Background: an optimization exercise with open tools, aiming at small area. Do not read the settings as production practice. The clock input has no modelled driver; a real chip could not lean on it and would need a root buffer or a full tree. No activity file was given, so power comes from the tool's default toggle rates.

Setup of the previous run:
Design alu_design, start of the top module:
module alu_design #(parameter W = 8)(
    input clk, rst, mode, ce, cin,
    input [1:0] inp_valid,
    input [7:0] opa, opb,
    input [3:0] cmd,
    output err, ov, cout, g, l, e,
    output reg [15:0] res
);
export LEC_CHECK = 0
export CAP_MARGIN = 20
export CORE_MARGIN = 2
export CORE_UTILIZATION = 60
export CTS_BUF_LIST = sky130_fd_sc_hd__clkbuf_8
export GPL_TIMING_DRIVEN = 0
export SLEW_MARGIN = 20
export SYNTH_HIERARCHICAL = 1
create_clock -name core_clock -period 7.0 [get_ports {clk}]
standard.sh (not shown) runs the stock make flow with config.mk's settings and CLKGATE_MAP_FILE= SYNTH_SCRIPT=/design/flow/synth_recipe.tcl, a recipe that flattens the netlist after the stock synthesis.
==> flow/flow/run.sh <==
#!/bin/bash
# Standard ORFS layout with these changes:
#  - synthesis maps logic with area-oriented ABC scripts (flow/synth.tcl)
#  - port buffers use the smallest buffer cell
#  - clock: flow/pre_cts.tcl replaces TritonCTS by one clock buffer per group
#    of nearby registers (three groups), each driven by the clock port
set -euo pipefail
F="$PWD/flow"
export PRE_CTS_TCL="$F/pre_cts.tcl"
export ALU_CLOCK_BUFFER=sky130_fd_sc_hd__clkbuf_8
export ALU_CLOCK_GROUPS=3
bash standard.sh SYNTH_SCRIPT="$F/synth.tcl" \
  "BUFFER_PORTS_ARGS=-buffer_cell sky130_fd_sc_hd__buf_1" \
  finish > standard.log 2>&1
Other scripts of this flow, unchanged in this note and not shown: flow/flow/area.abc, flow/flow/lut.abc, flow/flow/opnd.abc, flow/flow/pre_cts.tcl, flow/flow/synth.tcl
What the current run does differently from the previous run at the input level:
-- flow/design.v --
<<< the previous run, line 270
  alu_fa u_mu_fs54 (.a(mu_fs41), .b(mu_fc40), .c(mu_fc53), .s(mu_fs54), .co(mu_fc54));
  wire mu_fs55, mu_fc55;
  alu_fa u_mu_fs55 (.a(mu_pp7_7), .b(mu_fc41), .c(mu_fc54), .s(mu_fs55), .co(mu_fc55));
  assign m = ~{mu_fc55, mu_fs55, mu_fs54, mu_fs53, mu_fs52, mu_fs51, mu_fs50, mu_hs49, mu_hs48, mu_hs47, mu_hs46, mu_hs45, mu_hs44, mu_hs43, mu_hs42, mu_pp0_0};
wire [15:0] ms = s ? {m[14:0], 1'b0} : m;
wire [7:0]  hi = (hiff ? {8{~fold}} : ms[15:8]) | {7'd0, fc == F_COUT};
>>> the current run, line 270
  alu_fa u_mu_fs54 (.a(mu_fs41), .b(mu_fc40), .c(mu_fc53), .s(mu_fs54), .co(mu_fc54));
  wire mu_fs55, mu_fc55;
  alu_fa u_mu_fs55 (.a(1'b1), .b(mu_pp7_7), .c(mu_fc41), .s(mu_fs55), .co(mu_fc55));
  wire mu_fs56, mu_fc56;
  alu_fa u_mu_fs56 (.a(1'b0), .b(mu_pp7_7), .c(mu_fc41), .s(mu_fs56), .co(mu_fc56));
  wire mu_cs14 = mu_fc54 ? mu_fs55 : mu_fs56;
  wire mu_cs15 = mu_fc54 ? mu_fc55 : mu_fc56;
  assign m = ~{mu_cs15, mu_cs14, mu_fs54, mu_fs53, mu_fs52, mu_fs51, mu_fs50, mu_hs49, mu_hs48, mu_hs47, mu_hs46, mu_hs45, mu_hs44, mu_hs43, mu_hs42, mu_pp0_0};
wire [15:0] ms = s ? {m[14:0], 1'b0} : m;
wire [7:0]  hi = (hiff ? {8{~fold}} : ms[15:8]) | {7'd0, fc == F_COUT};
--- outcome ---
Compared to the previous run, the current run was floorplanned on a bigger die. Of the previous run and the current run, the lower met3 wirelength from detailed routing belongs to the previous run. The current run against the previous run: final standard cell utilization of the core ~0 delta; area after synthesis shows an increase of about 1.4%. Compared to the previous run, the current run has placed wire-length estimate after detailed placement about 3% higher. Summary of the comparison: setup slack is higher in the current run, relative to the previous run. From the previous run to the current run the numbers moved as follows: switching part of the total power has decreased, fmax neither gained nor lost much, sequential cell fraction of total power grew by 1.2 points, final instance area went up 53 µm², number of filler cells placed in the layout went down 3.2%. The current run — overall power after layout about 3.6% lower, the previous run as reference.
Function was not checked in any run of this note: the RTL went through the layout flow alone. In every run of this note, the design's own scripts or RTL, not TritonCTS, make the clock network.

========
Setup of delta:
Another version of the RTL of alu_design (not shown whole).
For scale: roughly 470 cells after synthesis, roughly 4300 um^2 of cells after synthesis.
Settings: LEC_CHECK=0, CAP_MARGIN=20, CORE_MARGIN=2, CORE_UTILIZATION=60, CTS_BUF_LIST=sky130_fd_sc_hd__clkbuf_8, GPL_TIMING_DRIVEN=0, SLEW_MARGIN=20, SYNTH_HIERARCHICAL=1; clock period 7.0 ns.
Scripts as last shown in full above: flow/flow/run.sh
Other scripts of this flow, unchanged in this note and not shown: flow/flow/area.abc, flow/flow/lut.abc, flow/flow/opnd.abc, flow/flow/pre_cts.tcl, flow/flow/synth.tcl
Changes in beta relative to delta:
--- a/flow/design.v
+++ b/flow/design.v
@@ -28,23 +28,23 @@
 wire o_notb = ~mode & v10 & k == 4'd7;
 wire o_shr  = ~mode & ((v01 & k == 4'd8) | (v10 & k == 4'd10));
 wire o_shl  = ~mode & ((v01 & k == 4'd9) | (v10 & k == 4'd11));
 wire o_rol  = ~mode & v11 & k == 4'd12 & rot_ok;
 wire o_ror  = ~mode & v11 & k == 4'd13 & rot_ok;
 wire o_err  = ~(o_inc | o_dec | o_add | o_sub | o_cmp | o_minc | o_mshl | o_sadd |
                 o_ssub | o_lnorm | o_nota | o_notb | o_shr | o_shl | o_rol | o_ror);
 wire [7:0] p, q;
 wire       ci;
 alu_opnd u_opnd (.mode(mode), .k(k), .cin(cin), .a(a), .b(b), .p(p), .q(q), .ci(ci));
 genvar i;
-localparam SPLIT = 4;
+localparam SPLIT = 5;
 wire [SPLIT:0] c;
 wire [7:0] sum;
 assign c[0] = ci;
 generate
     for (i = 0; i < SPLIT; i = i + 1) begin : add
         alu_fa u_fa (.a(p[i]), .b(q[i]), .c(c[i]), .s(sum[i]), .co(c[i+1]));
     end
 endgenerate
 wire [8:SPLIT+1] z0, z1;
 wire [7:SPLIT]   s0, s1;
 assign s0[SPLIT] = p[SPLIT] ^ q[SPLIT];
@@ -259,33 +259,30 @@
   wire mu_hs49 = ~(mu_fs26 ^ mu_hc48);
   wire mu_hc49 = mu_fs26 | mu_hc48;
   wire mu_fs50, mu_fc50;
   alu_fa u_mu_fs50 (.a(mu_fs31), .b(mu_fc26), .c(mu_hc49), .s(mu_fs50), .co(mu_fc50));
   wire mu_fs51, mu_fc51;
   alu_fa u_mu_fs51 (.a(mu_fs35), .b(mu_fc31), .c(mu_fc50), .s(mu_fs51), .co(mu_fc51));
   wire mu_fs52, mu_fc52;
   alu_fa u_mu_fs52 (.a(mu_fs38), .b(mu_fc35), .c(mu_fc51), .s(mu_fs52), .co(mu_fc52));
   wire mu_fs53, mu_fc53;
   alu_fa u_mu_fs53 (.a(mu_fs40), .b(mu_fc38), .c(mu_fc52), .s(mu_fs53), .co(mu_fc53));
   wire mu_fs54, mu_fc54;
-  alu_fa u_mu_fs54 (.a(1'b1), .b(mu_fs41), .c(mu_fc40), .s(mu_fs54), .co(mu_fc54));
+  alu_fa u_mu_fs54 (.a(mu_fs41), .b(mu_fc40), .c(mu_fc53), .s(mu_fs54), .co(mu_fc54));
   wire mu_fs55, mu_fc55;
-  alu_fa u_mu_fs55 (.a(mu_pp7_7), .b(mu_fc41), .c(mu_fc54), .s(mu_fs55), .co(mu_fc55));
+  alu_fa u_mu_fs55 (.a(1'b1), .b(mu_pp7_7), .c(mu_fc41), .s(mu_fs55), .co(mu_fc55));
   wire mu_fs56, mu_fc56;
-  alu_fa u_mu_fs56 (.a(1'b0), .b(mu_fs41), .c(mu_fc40), .s(mu_fs56), .co(mu_fc56));
-  wire mu_fs57, mu_fc57;
-  alu_fa u_mu_fs57 (.a(mu_pp7_7), .b(mu_fc41), .c(mu_fc56), .s(mu_fs57), .co(mu_fc57));
-  wire mu_cs13 = mu_fc53 ? mu_fs54 : mu_fs56;
-  wire mu_cs14 = mu_fc53 ? mu_fs55 : mu_fs57;
-  wire mu_cs15 = mu_fc53 ? mu_fc55 : mu_fc57;
-  assign m = ~{mu_cs15, mu_cs14, mu_cs13, mu_fs53, mu_fs52, mu_fs51, mu_fs50, mu_hs49, mu_hs48, mu_hs47, mu_hs46, mu_hs45, mu_hs44, mu_hs43, mu_hs42, mu_pp0_0};
+  alu_fa u_mu_fs56 (.a(1'b0), .b(mu_pp7_7), .c(mu_fc41), .s(mu_fs56), .co(mu_fc56));
+  wire mu_cs14 = mu_fc54 ? mu_fs55 : mu_fs56;
+  wire mu_cs15 = mu_fc54 ? mu_fc55 : mu_fc56;
+  assign m = ~{mu_cs15, mu_cs14, mu_fs54, mu_fs53, mu_fs52, mu_fs51, mu_fs50, mu_hs49, mu_hs48, mu_hs47, mu_hs46, mu_hs45, mu_hs44, mu_hs43, mu_hs42, mu_pp0_0};
 wire [15:0] ms = s ? {m[14:0], 1'b0} : m;
 wire [7:0]  hi = (hiff ? {8{~fold}} : ms[15:8]) | {7'd0, fc == F_COUT};
 wire [7:0]  lo = ms[7:0] | ({8{fold}} & {s & m[14], ms[14:8]});
 reg [2:0] fc2;
 always @(posedge clk or posedge rst) begin
     if (rst) begin
         res <= 0; fc2 <= F_NONE;
     end else if (ce) begin
         res <= {hi, lo}; fc2 <= fc;
     end
 end
@@ -344,13 +341,13 @@
 always @(*) begin
     case ({mode, k})
         5'b1_0100, 5'b1_0110, 5'b1_0001, 5'b1_1000, 5'b1_1001, 5'b1_1100:
                    ci = 1'b1;            
         5'b1_0010: ci = cin;             
         5'b1_0011: ci = ~cin;            
         default:   ci = 1'b0;
     endcase
 end
 endmodule
 module alu_lut2 (input a, b, input [3:0] tt, output q);
-    assign q = tt[{a, b}];
+    assign q = b ? (a ? tt[3] : tt[1]) : (a ? tt[2] : tt[0]);
 endmodule
==> run summary <==
For the share of cells above drive strength 1, beta came in 1.6 points higher than delta did.
After detailed routing, delta needs more wire than beta.
On beta: synthesized cell count is 7 higher than what delta gave.
Between delta and beta, the wire length on met1 does not differ in any meaningful way.
beta has less setup slack than delta.
delta -> beta: area after synthesis decreased slightly
Die: beta smaller than delta
Compared with delta, beta shows a higher period utilization.
| utilization | delta vs beta | ≈ equal |
The lower post-route minimum period came out of delta.
beta: growth of design area from synthesis to finish 1.1 points above delta
Relative contribution of combinational cells to total power, beta and delta, lower one = delta.
Status: sequential share of layout area parity (delta, beta)
Function was not checked in any run of this note: the RTL went through the layout flow alone. In every run of this note, the design's own scripts or RTL, not TritonCTS, make the clock network.

==> separate check: timing with driven ports <==
How much do the figures lean on ideal ports? The routed layouts below were timed once more, with nothing changed but the port constraints.
Step 1: set_driving_cell puts a clkbuf_16 on clk and a buf_2 on each other input, an assumption about the parent block.
Step 2, shift: input delay + t, output delay - t, t = (earliest + latest rising clock arrival at the registers) / 2. This alone moves slack from input paths to output paths.
Slacks: ideal ports / drivers / drivers and shift; pairs: ideal ports / drivers.
run | t, ns | slack for setup (ns) | hold WS [ns] | worst setup path after step 2 | latest minus earliest clock arrival (ns)
the previous run | 0.195 | 0.251 / 0.251 / 0.094 | 0.487 / 0.487 / 0.487 | input to register | 0.010 / 0.011
the current run | 0.200 | 0.255 / 0.289 / 0.089 | 0.501 / 0.501 / 0.501 | input to register | 0.014 / 0.015
delta | 0.193 | 0.483 / 0.510 / 0.317 | 0.488 / 0.488 / 0.488 | input to register | 0.015 / 0.015
beta | 0.197 | 0.250 / 0.280 / 0.084 | 0.521 / 0.521 / 0.521 | input to register | 0.011 / 0.011
After both steps setup and hold are still met in every run listed.
